This is an optimization exercise on Yosys and OpenROAD, whose aim is small area and a short achievable clock period, not a production implementation. The RTL was checked by simulation tests, not by an equivalence proof against the original design. Power figures rest on the tool's default switching activity, not on a simulated workload.

==> flow/design.v, too long to show whole: its modules and the start of the top module <==
// module ALU: 1942 lines
// module c_hipre: 10 lines
// module c_f0: 5 lines
// module c_f1: 5 lines
// module c_f2: 5 lines
// module c_f3: 5 lines
// module c_f4: 5 lines
// module c_f5: 5 lines
// module c_f6: 5 lines
// module c_f7: 5 lines
// module c_f8: 5 lines
// module c_f9: 5 lines
// module c_f10: 5 lines
// module c_f11: 5 lines
// module c_f12: 5 lines
// module c_f13: 5 lines
// module c_f14: 5 lines
// module c_f15: 5 lines
// module c_f16: 5 lines
// module c_f17: 5 lines
module ALU(X, B, R, y, valid_in, clk);
  // ...
==> flow/flow/run.sh <==
#!/bin/bash
# The standard layout, with every input and output port buffered by a
# plain buffer (buf_1) instead of the default delay-cell buffer; the
# resizer may then size these buffers like any other.
set -euo pipefail
cd "$(dirname "$0")/.."
export BUFFER_PORTS_ARGS="-buffer_cell sky130_fd_sc_hd__buf_1"
bash standard.sh > flow_standard.log 2>&1
==> flow/standard.sh <==
#!/bin/bash
# synth_recipe.tcl (not shown) runs the flow's synth.tcl, then flattens the netlist and writes it again
# the make line also repeats each setting of config.mk as NAME=value (left out here)
make -C /OpenROAD-flow-scripts/flow DESIGN_CONFIG=/design/flow/config.mk WORK_HOME=/design/flow/orfs CLKGATE_MAP_FILE= SYNTH_SCRIPT=/design/flow/synth_recipe.tcl "${@:-finish}"
==> flow/config.mk <==
export PLATFORM = sky130hd
export DESIGN_NAME = ALU
export DESIGN_NICKNAME = ALU
export VERILOG_FILES = /design/flow/design.v
export SDC_FILE = /design/flow/constraint.sdc
export NUM_CORES = 4
export LEC_CHECK = 0
export CAP_MARGIN = 20
export CORE_MARGIN = 2
export CORE_UTILIZATION = 40
export PLACE_DENSITY = 0.8
export SETUP_SLACK_MARGIN = 3
export SLEW_MARGIN = 20
export SYNTH_HIERARCHICAL = 1
export SYNTH_MINIMUM_KEEP_SIZE = 0
==> flow/constraint.sdc <==
create_clock -name core_clock -period 10.0 [get_ports {clk}]
set_input_delay 2.0000 -clock core_clock [delete_from_list [all_inputs] [get_ports {clk}]]
set_output_delay 2.0000 -clock core_clock [all_outputs]
set_load 0.01 [all_outputs]
==> summary.txt, run 1 <==
- Post-CTS Setup Repair Bufs: 39
- Top class by area: multi-input combinational cells
- Period utilization: 69.8%
- H-tree levels: 2
- Post-synthesis mux area share: 0.833%
- Status: complete, no violations
- Yosys reg bits: 39
- Top Consumer: combinational cells
- Netlist cell types: 32
- Multi-input gate area: 9020 um^2
- Sequential Area: 781 um^2
- Die span in x: 159 um
- Startpoint types: input port
- Sequential portion of the cell area: 6.88%
- Crit path kind: in2reg
- Commonest non-fill, non-tap cell in the layout: nand2_1
- Syn_area_per_cell: 9.15 um^2
- Critical path buffers and inverters: 4
- Num rows: 56
- Routability cong.: 0.848
- Async SR Flop Fraction: 0%
- Final core occ: 48.2%
- Switch Pwr: 0.973 mW
- Number of fill cells: 2186
- Detail Placement HPWL: 19100 um
- Slew HR: 41.7%
- Most numerous cell in the Yosys netlist: nand2_1
- Final Hold Vio Count: 0
- Met3 WL post-DR: 1970 um
- Post-route cell area: 11400 um^2
- Comb pwr share: 75.5%
- Tot GR Track Use: 20.2%
- CP delay by family, top: adder cells
- WP data arrival: 7.22 ns
- Worst hold path type: reg2reg
- Fraction of area in multi-input gates: 79.4%
- Setup repair after global routing missed its margin: true
- Worst Path Required: 10.24 ns
- Setup WS post-layout: 3.02 ns
- Total power: 1.99 mW
==> run 2, diff against run 1 <==
--- a/flow/config.mk
+++ b/flow/config.mk
@@ -11,3 +11,3 @@
 export PLACE_DENSITY = 0.8
-export SETUP_SLACK_MARGIN = 3
+export SETUP_SLACK_MARGIN = 3.25
 export SLEW_MARGIN = 20
==> summary.txt, run 2 <==
- Status: complete, no violations
- Final clock skew: 0.00884 ns
- Die span in x: 159 um (unchanged)
- Slew HR: 43.1% (+1.3 points)
- Reg2Reg Depth: 12
- Async SR Flop Fraction: 0% (unchanged)
- Worst hold path type: reg2reg
- Routability cong.: 0.842 (-0.64%)
- Most numerous cell in the Yosys netlist: nand2_1
- Detail Placement HPWL: 19400 um (+1.3%)
- Worst Path Required: 10.23 ns (about the same)
- Crit path capture: y[28]
- Iteration count of the initial detailed-routing pass: 6
- Largest net degree at the start of global routing: 35
- Placeable core area: 23500 um^2
- Clock latency on the worst-skew pair: 0.31 ns
- Final Hold Vio Count: 0 (unchanged)
- Clock sinks: 39
- Slowest Stage Delay on Critical Path: 0.57 ns
- Routed via count: 8139
- Largest registers: y: 39 flops
- Yosys reg bits: 39 (unchanged)
- Initial Utilization: 40.9%
- Synth top area cells: fa_1, nand2_1, dfxtp_1
- Max-cap violations: 0
- R2r endpoint: y[33]
- Worst-Margin Slew: 0.854 ns
- WP data arrival: 7.14 ns (-0.08 ns)
- Crit-path slowest cell: fa_1
- Port Buf Inserts: 73
- Die height: 159 um
- Largest register FFs: 39
- Syn Inst Count: 1051
- Post-synth top cells: nand2_1, fa_1, nor2_1
- Setup crit start: R
- Crit path kind: in2reg
- Final slew viol count: 0
- Final setup vio count: 0
- Drt via density: 5.33
- Commonest non-fill, non-tap cell in the layout: nand2_1
- Period utilization: 69.1% (-0.71 points)
- Layout cells sized above 1: 22.7%
- Synthesized cell area: 9620 um^2
- Num ports: 74
- Max rail drop VDD: 0.000141 V
- Peak Freq: 0.145 GHz
- Cts hold-fix bufs: 0
- Clock transition at path regs: 0.07 ns
- Worst Setup End Kind: flip-flop
- Setup TNS: 0 ns
- Sequential area share after synthesis: 8.12%
- Dominant synthesized flop cell: dfxtp_1
- Initial antenna violation count: 0
- Pwr Density: 177 nW/um^2
- Yosys top cell by area: fa_1
- Syn_area_per_cell: 9.15 um^2 (unchanged)
- H-tree levels: 2 (unchanged)
- Total power: 2.05 mW (+3.3%)
- Num rows: 56 (unchanged)
- Die ar.: 25300 um^2
- CTS tree: done
- Cell mode on critical path: fa_1
- Final ANT Viol Nets: 0
- Remaining DRCs: 0
- Startpoint types: input port
- Post-synth EDFFs: 0
- First-pass GRT wire length: 42700 um
- Initial DRC count: 455
- Hold Worst Slack: 0.524 ns
- Vias in the first global route: 8784
- Tot GR Track Use: 20.8% (+0.59 points)
- Worst R2R Setup Slack: 7.30 ns
- Synth top area share: 46.8%
- Clk buf depth: 2
- Most frequent cells in the layout: nand2_1, fa_1, nor2_1
- Routed Wire Length: 26000 um
- Wire per inst: 17.0 um
- Synth-to-Final Area Change: 20.6%
- Netlist cell types: 32 (unchanged)
- Leak: 3.37 nW
- Root buffer cell: clkbuf_16
- Nets@finish: 1470
- Post-layout min period: 6.91 ns
- Inserted Clock Buffers: 5
- Worst-path cell chain: buf_12 -> and3b_4 -> buf_6 -> nand2_1 -> fa_1 -> fa_1 -> fa_1 -> fa_1 -> fa_1 -> fa_1 -> nand2_1 -> a21oi_2 -> o21ai_4 -> a21oi_4 -> buf_6 -> inv_1 -> a21oi_2 -> a21boi_2 -> xnor2_1
- Most flops, register: y
- Diodes inserted: 0
- GRT Residual Overflow: 0
- Worst-path maximum fanout: 12
- Setup repair after global routing missed its margin: true
- Worst r2r src: y[1]
- Synth warn: 7
-- run 2: cell counts after synthesis --
Identical to the previous run, type by type.
-- run 2: worst min-delay path by stage --
stage,endpoint,start,cells past startpoint,slack [ns]
2_1_floorplan,y[0],y[0],3,0.53
3_3_place_gp,y[0],y[0],3,0.50
3_5_place_dp,y[0],y[0],3,0.51
4_1_cts,y[0],y[0],3,0.53
5_1_grt,y[0],y[0],3,0.58
6_report,y[0],y[0],3,0.52
-- run 2: stage by stage --
| stage | worst slack (ns) | instances | utilization (%) | cell area (um^2) |
|---|---|---|---|---|
| 6_report | 3.09 | 1528 | 49.3 | 11600 |
| 5_1_grt | 2.91 | 1528 | 49.3 | 11600 |
| 4_1_cts | 3.13 | 1506 | 48.0 | 11300 |
| 3_5_place_dp | 1.99 | 1448 | 44.2 | 10400 |
| 3_3_place_gp | 2.23 | 1448 | 44.2 | 10400 |
| 2_1_floorplan | 3.00 | 1057 | - | 9750 |
-- run 2: layer usage --
layer	up-vias	GRT usage (%)	share of wire, %
met5	-	0	0
met4	0	7.52	3.8
met3	85	3.41	7.4
met2	372	36.8	51
met1	4074	25.7	38
li1	3608	-	-
-- run 2: logic make-up after synthesis --
| kind of cell | after synthesis | synth area share [%] |
|---|---|---|
| AO/OA/AOI/OAI | 115 | 9.80 |
| adder cells (fa/ha/maj) | 227 | 47.1 |
| multiplexers | 8 | 0.833 |
| XOR/XNOR | 90 | 8.20 |
| flip-flops | 39 | 8.12 |
| AND/OR/NAND/NOR | 537 | 24.4 |
| buffers and inverters | 34 | 1.48 |
| other | 1 | 0.0390 |
-- run 2: timing repair --
| action | in CTS | in global routing |
|---|---|---|
| gates cloned | 3 | 1 |
| resized for setup | 84 | 34 |
| setup buffers | 47 | 21 |
| hold endpoints to repair | 0 | 0 |
| pin swaps | 24 | 16 |
| endpoints found under the setup margin | 25 | 23 |
-- run 2: critical path: cells and delay by family --
family | cells | cell delay (ns)
xor+xnor | 1 | 0.14
compound gates | 5 | 0.83
fa+ha+maj | 6 | 3.11
simple gates | 3 | 0.58
buf+inv | 4 | 0.46
-- run 2: power by group --
part / internal, mW / switching (mW) / total, mW
logic: 0.682 / 0.886 / 1.57
registers: 0.229 / 0.0371 / 0.266
clock network: 0.143 / 0.0781 / 0.221
-- run 2: area by class of cell --
type / instances / area, um^2
well taps: 319 / 399
inverters: 31 / 116
multi-input cells: 986 / 9050
flip-flops and latches: 39 / 781
clock inverters: 3 / 67.6
fillers: 2152 / 11900
clock buffers: 5 / 125
repair buffers: 145 / 1060
-- run 2: modules after synthesis, one instance, submodules excluded, a selection --
| module | times used | cell area (um^2) | cells | flip-flops and latches |
|---|---|---|---|---|
| c_f13 | 19 | 3.75 | 1 | 0 |
| c_f2 | 34 | 8.76 | 1 | 0 |
| c_f10 | 14 | 12.5 | 2 | 0 |
| c_f7 | 43 | 8.76 | 1 | 0 |
| c_f4 | 225 | 20.0 | 1 | 0 |
| c_f14 | 8 | 11.3 | 1 | 0 |
| c_hipre | 1 | 370 | 45 | 0 |
==> run 3, diff against run 2 <==
--- a/flow/config.mk
+++ b/flow/config.mk
@@ -11,3 +11,3 @@
 export PLACE_DENSITY = 0.8
-export SETUP_SLACK_MARGIN = 3.25
+export SETUP_SLACK_MARGIN = 2.25
 export SLEW_MARGIN = 20
==> summary.txt, run 3 <==
- Async SR Flop Fraction: 0% (unchanged)
- Clock transition at path regs: 0.07 ns (about the same)
- Die span in x: 159 um (unchanged)
- Final clock skew: 0.00876 ns (-0.0000784 ns)
- Worst Hold Path EP: y[0]
- Final ANT Viol Nets: 0 (unchanged)
- Die height: 159 um (unchanged)
- Commonest non-fill, non-tap cell in the layout: nand2_1
- Worst-path maximum fanout: 16 (+4)
- Largest family of logic cells by synthesized area: adder cells
- Number of fill cells: 2275 (+5.7%)
- Multi-input gate area: 8790 um^2 (-2.9%)
- Pwr Density: 160 nW/um^2 (-9.5%)
- Wire per inst: 16.3 um (-4.7%)
- Sequential Area: 781 um^2 (unchanged)
- Initial antenna violation count: 0 (unchanged)
- Max rail drop VDD: 0.000118 V (-16%)
- Port Buf Inserts: 73 (unchanged)
- Worst hold path type: reg2reg
- Peak Freq: 0.133 GHz (-8.4%)
- Routed via count: 7810 (-4.0%)
- Slew HR: 28.8% (-14 points)
- Worst Path Required: 10.23 ns (about the same)
- Final core occ: 45.5% (-3.7 points)
- Post-layout min period: 7.54 ns (+0.631 ns)
- Diodes inserted: 0 (unchanged)
- Remaining DRCs: 0 (unchanged)
- Final Hold Vio Count: 0 (unchanged)
- Most flops, register: y
- Clock sinks: 39 (unchanged)
- Setup repair after global routing missed its margin: true
- Most numerous cell in the Yosys netlist: nand2_1
- First-pass GRT wire length: 40800 um (-4.5%)
- H-tree levels: 2 (unchanged)
- Status: complete, no violations
- Adder-cell share of the synthesized area: 47.1% (unchanged)
- Sequential area share after synthesis: 8.12% (unchanged)
- Root buffer cell: clkbuf_16
- GRT Residual Overflow: 0 (unchanged)
- Num rows: 56 (unchanged)
- Nets@finish: 1418 (-3.5%)
- Max-cap violations: 0 (unchanged)
- R2r endpoint: y[24]
- Routed Wire Length: 24000 um (-7.9%)
- Post-synth EDFFs: 0 (unchanged)
- Syn Inst Count: 1051 (unchanged)
- Worst hold path depth: 3 (unchanged)
- Yosys top cell by area: fa_1
- Syn_area_per_cell: 9.15 um^2 (unchanged)
- Netlist cell types: 32 (unchanged)
- Synth Area in Simple Gates: 24.4% (unchanged)
- Drt via density: 5.29 (-0.66%)
- Synth-to-Final Area Change: 11.4%
- Synth top area cells: fa_1, nand2_1, dfxtp_1
- Largest register FFs: 39 (unchanged)
- CTS tree: done
- Worst R2R Setup Slack: 6.97 ns (-0.33 ns)
- Tot GR Track Use: 19.8% (-1.0 points)
- Setup TNS: 0 ns (unchanged)
- Dominant synthesized flop cell: dfxtp_1
- WP data arrival: 7.77 ns (+0.63 ns)
- Synthesized cell area: 9620 um^2 (unchanged)
- Iteration count of the initial detailed-routing pass: 5 (-1)
- Largest registers: y: 39 flops
- Initial Utilization: 40.9% (unchanged)
- Vias in the first global route: 8325 (-5.2%)
- Post-synth top cells: nand2_1, fa_1, nor2_1
- Startpoint types: input port
- Detail Placement HPWL: 18800 um (-2.8%)
- Initial DRC count: 540 (+19%)
- Clk buf depth: 2 (unchanged)
- Most frequent cells in the layout: nand2_1, fa_1, nor2_1
- Post-synthesis mux area share: 0.833% (unchanged)
- Routability cong.: 0.834 (-1.0%)
- Reg2Reg Depth: 12 (unchanged)
- Die ar.: 25300 um^2 (unchanged)
- Clock latency on the worst-skew pair: 0.31 ns (about the same)
- Synth Area in Compound Gates: 9.80% (unchanged)
- Num ports: 74 (unchanged)
- Largest net degree at the start of global routing: 26 (-26%)
- Inserted Clock Buffers: 5 (unchanged)
- Final setup vio count: 0 (unchanged)
- Worst Setup End Kind: flip-flop
- Worst r2r src: y[1]
- Crit path kind: in2reg
- Synth top area share: 46.8% (unchanged)
- Leak: 2.99 nW (-11%)
- HP Start: y[0]
- Layout cells sized above 1: 13.7% (-9.0 points)
- Worst-Margin Slew: 1.07 ns (+0.214 ns)
- Placeable core area: 23500 um^2 (unchanged)
- Period utilization: 75.4% (+6.3 points)
- Final slew viol count: 0 (unchanged)
- Synth Area in XOR/XNOR: 8.20% (unchanged)
- Post-DP Area: 10300 um^2 (-0.82%)
- Synth warn: 7 (unchanged)
- Post-route cell area: 10700 um^2 (-7.6%)
- Yosys reg bits: 39 (unchanged)
[run 3: cell counts after synthesis]
No cell type changed its count.
[run 3: what timing repair did]
action / CTS / global route
setup endpoints to repair: 15 / 19
buffers inserted: 0 / 17
hold buffers: 0 / 0
resized for setup: 19 / 20
pin swaps: 0 / 1
[run 3: worst max path at each step]
stage	from	endpoint	slack, ns	cells after the start
6_report	X[4]	y[28]	2.46	18
3_5_place_dp	valid_in	y[32]	1.39	17
3_3_place_gp	valid_in	y[34]	1.60	17
4_1_cts	R	y[33]	2.29	17
2_1_floorplan	R	y[32]	2.41	15
5_1_grt	X[7]	y[32]	2.18	16
[run 3: cells by family after synthesis]
family | Yosys count
compound gates | 115
buf+inv | 34
xor+xnor | 90
flops | 39
simple gates | 537
mux | 8
fa+ha+maj | 227
other cells | 1
[run 3: worst max-delay path, cell delays in order]
cell and delay (ns):
buf_1 0.62, nand2_1 0.21, fa_1 0.50, fa_1 0.53, fa_1 0.42, fa_1 0.42, fa_1 0.46, fa_1 0.54
fa_1 0.47, nand2_1 0.15, nand2_1 0.10, o21ai_1 0.55, a21oi_4 0.13, buf_4 0.19, inv_1 0.06, a21oi_2 0.05
a21boi_2 0.18, xnor2_1 0.18
[run 3: modules after synthesis, one instance, submodules excluded, excerpt]
module	area (um^2)	times used	flip-flops and latches	cells
ALU	828	1	39	47
c_f0	8.76	16	0	1
c_f1	3.75	388	0	1
c_f10	12.5	14	0	2
c_f14	11.3	8	0	1
c_f15	13.8	3	0	1
c_f3	6.26	16	0	1
c_f5	3.75	3	0	1
c_f6	3.75	61	0	1
c_f8	8.76	51	0	1
c_hipre	370	1	0	45
[run 3: cell type report]
cell class                      instances  area share [%]
Multi-Input combinational cell        984            82.0
Clock buffer                            5            1.17
Sequential cell                        39            7.28
Clock inverter                          3           0.409
Tap cell                              319            3.72
Timing Repair Buffer                   95            4.34
Inverter                               31            1.09
[run 3: stage by stage]
stage	cells	total power, mW	setup WS [ns]	hold slack [ns]
2_1_floorplan	1057	1.23	2.41	0.533
3_3_place_gp	1451	1.45	1.60	0.500
3_5_place_dp	1451	1.50	1.39	0.522
4_1_cts	1459	1.71	2.29	0.539
5_1_grt	1476	1.88	2.18	0.565
6_report	1476	1.72	2.46	0.539
[run 3: where the power goes]
part / internal (mW) / total (mW) / switching, mW / leakage, nW
clock: 0.118 / 0.196 / 0.0784 / 0.0838
sequential: 0.229 / 0.263 / 0.0340 / 0.326
combinational: 0.500 / 1.26 / 0.759 / 2.58
total: 0.847 / 1.72 / 0.871 / 2.99
[run 3: per-layer routing]
layer | wire length (um) | track usage, % | up-vias
met1 | 9530 | 25.0 | 3976
met3 | 1650 | 3.52 | 38
met2 | 12300 | 34.6 | 282
met4 | 554 | 6.36 | 0
met5 | 0 | 0 | -
li1 | - | - | 3514
==> run 4, diff against run 3 <==
--- a/flow/config.mk
+++ b/flow/config.mk
@@ -10,4 +10,5 @@
 export CORE_UTILIZATION = 40
+export GPL_ROUTABILITY_DRIVEN = 0
 export PLACE_DENSITY = 0.8
-export SETUP_SLACK_MARGIN = 2.25
+export SETUP_SLACK_MARGIN = 2.75
 export SLEW_MARGIN = 20
==> summary.txt, run 4 <==
- Largest register FFs: 39 (unchanged)
- Slew HR: 38.7% (+9.8 points)
- Largest registers: y: 39 flops
- Setup TNS: 0 ns (unchanged)
- Final setup vio count: 0 (unchanged)
- Yosys top cell by area: fa_1
- Root buffer cell: clkbuf_16
- Routed via count: 7838 (+0.36%)
- Syn Inst Count: 1051 (unchanged)
- Remaining DRCs: 0 (unchanged)
- Initial DRC count: 465 (-14%)
- Status: complete, no violations
- Async SR Flop Fraction: 0% (unchanged)
- Slowest Stage Delay on Critical Path: 0.67 ns (+0.05 ns)
- HP Start: y[0]
- Crit path kind: in2reg
- Most flops, register: y
- Period utilization: 71.7% (-3.7 points)
- Yosys reg bits: 39 (unchanged)
- Largest family of logic cells by synthesized area: adder cells
- Final ANT Viol Nets: 0 (unchanged)
- Commonest non-fill, non-tap cell in the layout: nand2_1
- Leak: 3.08 nW (+3.2%)
- Setup crit start: X[10]
- Clock power share: 10.6% (-0.8 points)
- Wire per inst: 16.5 um (+1.6%)
- Die height: 159 um (unchanged)
- Die ar.: 25300 um^2 (unchanged)
- Synth top area cells: fa_1, nand2_1, dfxtp_1
- Layout cells sized above 1: 16.9% (+3.3 points)
- Port Buf Inserts: 73 (unchanged)
- Num ports: 74 (unchanged)
- H-tree levels: 2 (unchanged)
- Final clock skew: 0.00856 ns (-0.000198 ns)
- Synth-to-Final Area Change: 13.9%
- Cts hold-fix bufs: 0 (unchanged)
- Worst Path Required: 10.23 ns (about the same)
- Synth Area in Simple Gates: 24.4% (unchanged)
- Internal Dissipation: 0.924 mW (+9.0%)
- Die span in x: 159 um (unchanged)
- CP delay by family, top: adder cells
- Final Hold Vio Count: 0 (unchanged)
- Peak Freq: 0.140 GHz (+5.2%)
- Critical path buffers and inverters: 3 (unchanged)
- Adder-cell share of the synthesized area: 47.1% (unchanged)
- Worst-Margin Slew: 0.920 ns (-0.148 ns)
- Routed Wire Length: 24500 um (+2.1%)
- Inserted Clock Buffers: 5 (unchanged)
- Drt via density: 5.29 (-0.12%)
- Syn_area_per_cell: 9.15 um^2 (unchanged)
- Worst Setup End Kind: flip-flop
- Vias in the first global route: 8422 (+1.2%)
- Nets@finish: 1425 (+0.49%)
- Num rows: 56 (unchanged)
- Setup repair after global routing missed its margin: false
- GRT Residual Overflow: 0 (unchanged)
- Sequential area share after synthesis: 8.12% (unchanged)
- WP data arrival: 7.40 ns (-0.37 ns)
- Most frequent cells in the layout: nand2_1, fa_1, nor2_1
- Post-layout min period: 7.17 ns (-0.373 ns)
- Largest net degree at the start of global routing: 40 (+54%)
- Worst-path cell chain: buf_1 -> nand2_1 -> fa_1 -> fa_1 -> fa_1 -> fa_1 -> fa_1 -> fa_2 -> nor2_1 -> a21oi_4 -> o21ai_4 -> a21oi_4 -> buf_4 -> buf_4 -> o21ai_1 -> a21oi_2 -> xnor2_1
- Synth Area in Compound Gates: 9.80% (unchanged)
- Most numerous cell in the Yosys netlist: nand2_1
- Cell mode on critical path: fa_1
- Post-synthesis mux area share: 0.833% (unchanged)
- Clock transition at path regs: 0.07 ns (about the same)
- Synth Area in XOR/XNOR: 8.20% (unchanged)
- Comb pwr share: 75.0% (+1.7 points)
- Iteration count of the initial detailed-routing pass: 6 (+1)
- Detail Placement HPWL: 19200 um (+2.0%)
- Total power: 1.84 mW (+7.1%)
- Tot GR Track Use: 20.0% (+0.16 points)
- Synth warn: 7 (unchanged)
- First-pass GRT wire length: 41100 um (+0.62%)
- Diodes inserted: 0 (unchanged)
- Startpoint types: input port
- Netlist cell types: 32 (unchanged)
- Clock latency on the worst-skew pair: 0.30 ns (about the same)
- Final slew viol count: 0 (unchanged)
- Worst-path maximum fanout: 16 (unchanged)
- Worst r2r src: y[8]
- Pwr Density: 168 nW/um^2 (+4.8%)
- Switch Pwr: 0.918 mW (+5.3%)
- Crit-path slowest cell: buf_1
- Sw Share: 49.8% (-0.86 points)
- Post-synth top cells: nand2_1, fa_1, nor2_1
- CTS tree: done
- Placeable core area: 23500 um^2 (unchanged)
- Max rail drop VDD: 0.000134 V (+14%)
- Post-synth EDFFs: 0 (unchanged)
- Sequential share of power: 14.4% (-0.9 points)
- Clock sinks: 39 (unchanged)
- Clk buf depth: 2 (unchanged)
- Dominant synthesized flop cell: dfxtp_1
- Initial antenna violation count: 0 (unchanged)
- Initial Utilization: 40.9% (unchanged)
- Max-cap violations: 0 (unchanged)
- Worst hold path type: reg2reg
- Synth top area share: 46.8% (unchanged)
- Synthesized cell area: 9620 um^2 (unchanged)
[run 4: routing by layer]
layer	vias to the layer above	wire length, um	track usage (%)
met2	340	12400	35.0
met1	3918	9470	25.4
met3	60	1790	2.87
met4	0	792	6.69
met5	-	0	0
li1	3520	-	-
[run 4: per-module statistics from Yosys (local to each module, per instance), a selection]
module | cells | area (um^2)
c_f0 | 1 | 8.76
c_f2 | 1 | 8.76
c_f4 | 1 | 20.0
c_f1 | 1 | 3.75
c_f11 | 1 | 13.8
c_f6 | 1 | 3.75
c_f15 | 1 | 13.8
[run 4: layout make-up]
cell class | count | area [um^2]
Timing Repair Buffer | 102 | 591
Clock buffer | 5 | 125
Clock inverter | 3 | 43.8
Multi-Input combinational cell | 984 | 8900
Fill cell | 2219 | 12600
Inverter | 31 | 116
Tap cell | 319 | 399
Sequential cell | 39 | 781
[run 4: power by group through the flow]
stage / sequential [mW] / clock, mW / combinational (mW)
finish: 0.265 / 0.196 / 1.38
global route: 0.272 / 0.208 / 1.53
CTS: 0.265 / 0.202 / 1.30
detailed placement: 0.268 / 0 / 1.23
global placement: 0.268 / 0 / 1.18
floorplan: 0.290 / 0 / 0.951
[run 4: cell families (layout without fill, tap and decap cells)]
logic type               count (synthesis)  in the layout
flip-flops                              39             39
XOR/XNOR                                90             90
other                                    1              7
adder cells (fa/ha/maj)                227            227
AND/OR/NAND/NOR                        537            537
multiplexers                             8              8
AO/OA/AOI/OAI                          115            115
buffers and inverters                   34            141
[run 4: path summary, 6_finish.rpt]
kind,depth (start not counted),slack (ns),end
setup / recovery,17,2.83,y[26]
setup reg to reg,11,7.30,y[38]
hold / removal,3,0.55,y[0]
hold reg to reg,3,0.55,y[0]
[run 4: worst register-to-register path: stages (launching register included)]
cell and delay [ns]:
dfxtp_1 0.33, nand2_1 0.08, fa_1 0.56, nor2_1 0.24, a21oi_2 0.11, o21ai_1 0.49, a21oi_2 0.14, o21ai_4 0.10
buf_12 0.18, a21oi_4 0.08, buf_12 0.14, mux2i_2 0.15
[run 4: stage by stage]
stage          area, um^2  setup slack [ns]  instances  hold slack [ns]  util (%)
6_report            11000              2.83       1483            0.553      46.5
5_1_grt             11000              2.66       1483            0.604      46.5
4_1_cts             10800              2.76       1474            0.553      45.7
3_5_place_dp        10300              1.76       1448            0.532      43.9
3_3_place_gp        10300              1.90       1448            0.500      43.9
2_1_floorplan        9670              2.81       1057            0.533         -
[run 4: timing repair]
action                     in CTS  in global routing
buffers inserted               18                  9
gates resized for setup        35                 46
setup endpoints to repair      23                 23
pin swaps                       2                  8
==> run 5, diff against run 4 <==
--- a/flow/config.mk
+++ b/flow/config.mk
@@ -10,3 +10,2 @@
 export CORE_UTILIZATION = 40
-export GPL_ROUTABILITY_DRIVEN = 0
 export PLACE_DENSITY = 0.8
==> summary.txt, run 5 <==
- Clock sinks: 39 (unchanged)
- Initial DRC count: 465 (unchanged)
- Port Buf Inserts: 73 (unchanged)
- Worst hold path type: reg2reg
- Max-cap violations: 0 (unchanged)
- Slew HR: 38.7% (unchanged)
- Largest register FFs: 39 (unchanged)
- Final setup vio count: 0 (unchanged)
- Worst Setup End Kind: flip-flop
- Synthesized cell area: 9620 um^2 (unchanged)
- Status: complete, no violations
- Sequential area share after synthesis: 8.12% (unchanged)
- Pre-CTS setup slack: 1.76 ns (unchanged)
- Iteration count of the initial detailed-routing pass: 6 (unchanged)
- Yosys reg bits: 39 (unchanged)
- Detail Placement HPWL: 19200 um (unchanged)
- Finished Layout Cells: 1483 (unchanged)
- Total power: 1.84 mW (unchanged)
- Dominant synthesized flop cell: dfxtp_1
- Dpl cells: 1448 (unchanged)
- Initial Utilization: 40.9% (unchanged)
- Initial antenna violation count: 0 (unchanged)
- Max rail drop VDD: 0.000134 V (unchanged)
- Netlist cell types: 32 (unchanged)
- Num rows: 56 (unchanged)
- Worst-path cell chain: buf_1 -> nand2_1 -> fa_1 -> fa_1 -> fa_1 -> fa_1 -> fa_1 -> fa_2 -> nor2_1 -> a21oi_4 -> o21ai_4 -> a21oi_4 -> buf_4 -> buf_4 -> o21ai_1 -> a21oi_2 -> xnor2_1
- Most frequent cells in the layout: nand2_1, fa_1, nor2_1
- Commonest non-fill, non-tap cell in the layout: nand2_1
- Synth top area cells: fa_1, nand2_1, dfxtp_1
- Setup repair after global routing missed its margin: false
- Routed Wire Length: 24500 um (unchanged)
- Layout cells sized above 1: 16.9% (unchanged)
- Die span in x: 159 um (unchanged)
- Die ar.: 25300 um^2 (unchanged)
- Peak Freq: 0.140 GHz (unchanged)
- Most numerous cell in the Yosys netlist: nand2_1
- Nets@finish: 1425 (unchanged)
- Slowest Stage Delay on Critical Path: 0.67 ns (about the same)
- Most flops, register: y
- H-tree levels: 2 (unchanged)
- Cell mode on critical path: fa_1
- Routed via count: 7838 (unchanged)
- Final clock skew: 0.00856 ns (unchanged)
- Syn_area_per_cell: 9.15 um^2 (unchanged)
- Root buffer cell: clkbuf_16
- Worst Path Required: 10.23 ns (about the same)
- WP data arrival: 7.40 ns (about the same)
- Remaining DRCs: 0 (unchanged)
- Final Hold Vio Count: 0 (unchanged)
- Vias in the first global route: 8422 (unchanged)
- Tot GR Track Use: 20.0% (unchanged)
- Async SR Flop Fraction: 0% (unchanged)
- Placeable core area: 23500 um^2 (unchanged)
- Synth top area share: 46.8% (unchanged)
- CTS tree: done
- Post-synth top cells: nand2_1, fa_1, nor2_1
- Clk buf depth: 2 (unchanged)
- Die height: 159 um (unchanged)
- Yosys top cell by area: fa_1
- Post-layout min period: 7.17 ns (unchanged)
- Largest registers: y: 39 flops
- Syn Inst Count: 1051 (unchanged)
- Synth-to-Final Area Change: 13.9% (unchanged)
- Post-DP Area: 10300 um^2 (unchanged)
- Synth warn: 7 (unchanged)
- Crit path kind: in2reg
- Worst-path maximum fanout: 16 (unchanged)
- Post-route cell area: 11000 um^2 (unchanged)
- Setup TNS: 0 ns (unchanged)
- Post-synth EDFFs: 0 (unchanged)
- Diodes inserted: 0 (unchanged)
- Pwr Density: 168 nW/um^2 (unchanged)
- Drt via density: 5.29 (unchanged)
- Setup WS post-layout: 2.83 ns (unchanged)
- Period utilization: 71.7% (unchanged)
- Startpoint types: input port
- Clock transition at path regs: 0.07 ns (about the same)
- Final slew viol count: 0 (unchanged)
- Inserted Clock Buffers: 5 (unchanged)
- Leak: 3.08 nW (unchanged)
- GRT Residual Overflow: 0 (unchanged)
- Crit-path slowest cell: buf_1
- Final ANT Viol Nets: 0 (unchanged)
- First-pass GRT wire length: 41100 um (unchanged)
- Worst-Margin Slew: 0.920 ns (unchanged)
- Clock latency on the worst-skew pair: 0.30 ns (about the same)
- Routability cong.: 0.893
- Num ports: 74 (unchanged)
- Wire per inst: 16.5 um (unchanged)
- Largest net degree at the start of global routing: 40 (unchanged)
==> run 5: cell counts after synthesis <==
No cell type changed its count.
==> run 5: per-module statistics from Yosys, one instance, submodules excluded, excerpt <==
module	flip-flops and latches	cell area, um^2	cells inside	times used
c_f9	0	12.5	2	9
c_f4	0	20.0	1	225
c_f6	0	3.75	1	61
c_f10	0	12.5	2	14
c_f7	0	8.76	1	43
c_f12	0	5.00	1	24
==> run 5: stage by stage <==
| stage | utilization, % | hold slack (ns) |
|---|---|---|
| finish | 46.5 | 0.553 |
| global route | 46.5 | 0.604 |
| CTS | 45.7 | 0.553 |
| detailed placement | 43.9 | 0.532 |
| global placement | 43.9 | 0.500 |
| floorplan | - | 0.533 |
==> run 5: repair_timing <==
item / CTS / global route
pin swaps: 2 / 8
hold buffers: 0 / 0
gates resized for setup: 35 / 46
setup endpoints to repair: 23 / 23
hold endpoints to repair: 0 / 0
setup buffers: 18 / 9
==> run 5: cells by family after synthesis <==
kind of cell / count (synthesis) / share of synthesized area [%]
multiplexers: 8 / 0.833
flip-flops: 39 / 8.12
buffers and inverters: 34 / 1.48
other: 1 / 0.0390
AO/OA/AOI/OAI: 115 / 9.80
XOR/XNOR: 90 / 8.20
AND/OR/NAND/NOR: 537 / 24.4
adder cells (fa/ha/maj): 227 / 47.1
==> run 5: cell type report <==
class / count / area (um^2)
sequential: 39 / 781
clock inverter: 3 / 43.8
inverter: 31 / 116
multi-input combinational: 984 / 8900
clock buffer: 5 / 125
timing repair buffer: 102 / 591
tap: 319 / 399
fill: 2219 / 12600
==> run 5: routing by layer <==
| metal | up-vias | global-route usage, % | routed length (um) |
|---|---|---|---|
| li1 | 3520 | - | - |
| met1 | 3918 | 25.4 | 9470 |
| met2 | 340 | 35.0 | 12400 |
| met3 | 60 | 2.87 | 1790 |
| met4 | 0 | 6.69 | 792 |
| met5 | - | 0 | 0 |
==> run 5: worst paths after layout <==
kind	start	to	slack, ns	cells after the start
min	y[0]	y[0]	0.55	3
min reg2reg	y[0]	y[0]	0.55	3
max reg2reg	y[8]	y[38]	7.30	11
max	X[10]	y[26]	2.83	17
==> run 5: worst max-delay path: cells and delay by family <==
kind            cells  cell delay (ns)
compound gates      5             0.83
simple gates        2             0.28
buf+inv             3             0.92
fa+ha+maj           6             3.20
xor+xnor            1             0.15
==> run 5: power breakdown <==
group	internal, mW	switching (mW)	total, mW
sequential	0.229	0.0361	0.265
clock	0.118	0.0779	0.196
combinational	0.577	0.803	1.38

==> port drivers added, routing unchanged <==
In the flow no input, the clock included, has a driving cell. The finished layouts below were timed again as built, in two steps.
Step 1, drivers: a clkbuf_16 drives clk and a buf_2 each remaining input, both assumed.
Step 2 also shifts input and output timing later by t, the mid clock arrival at the registers, as if the neighbouring blocks saw the same clock.
Slacks: ideal ports / drivers / drivers and shift; pairs: ideal ports / drivers.
run | shift t [ns] | slack for setup (ns) | worst hold slack (ns) | cell pins on the clock port's net
run 1 | 0.341 | 3.019 / 2.984 / 2.644 | 0.538 / 0.538 / 0.538 | 1
run 2 | 0.347 | 3.090 / 3.002 / 2.656 | 0.524 / 0.524 / 0.524 | 1
run 3 | 0.348 | 2.458 / 2.479 / 2.130 | 0.539 / 0.539 / 0.539 | 1
run 4 | 0.346 | 2.832 / 2.846 / 2.501 | 0.553 / 0.553 / 0.553 | 1
run 5 | 0.346 | 2.832 / 2.846 / 2.501 | 0.553 / 0.553 / 0.553 | 1
After both steps every run listed still meets setup and hold. The setup slack of run 2, which loses most, moves by -0.088 ns with the drivers and by -0.434 ns with both steps.
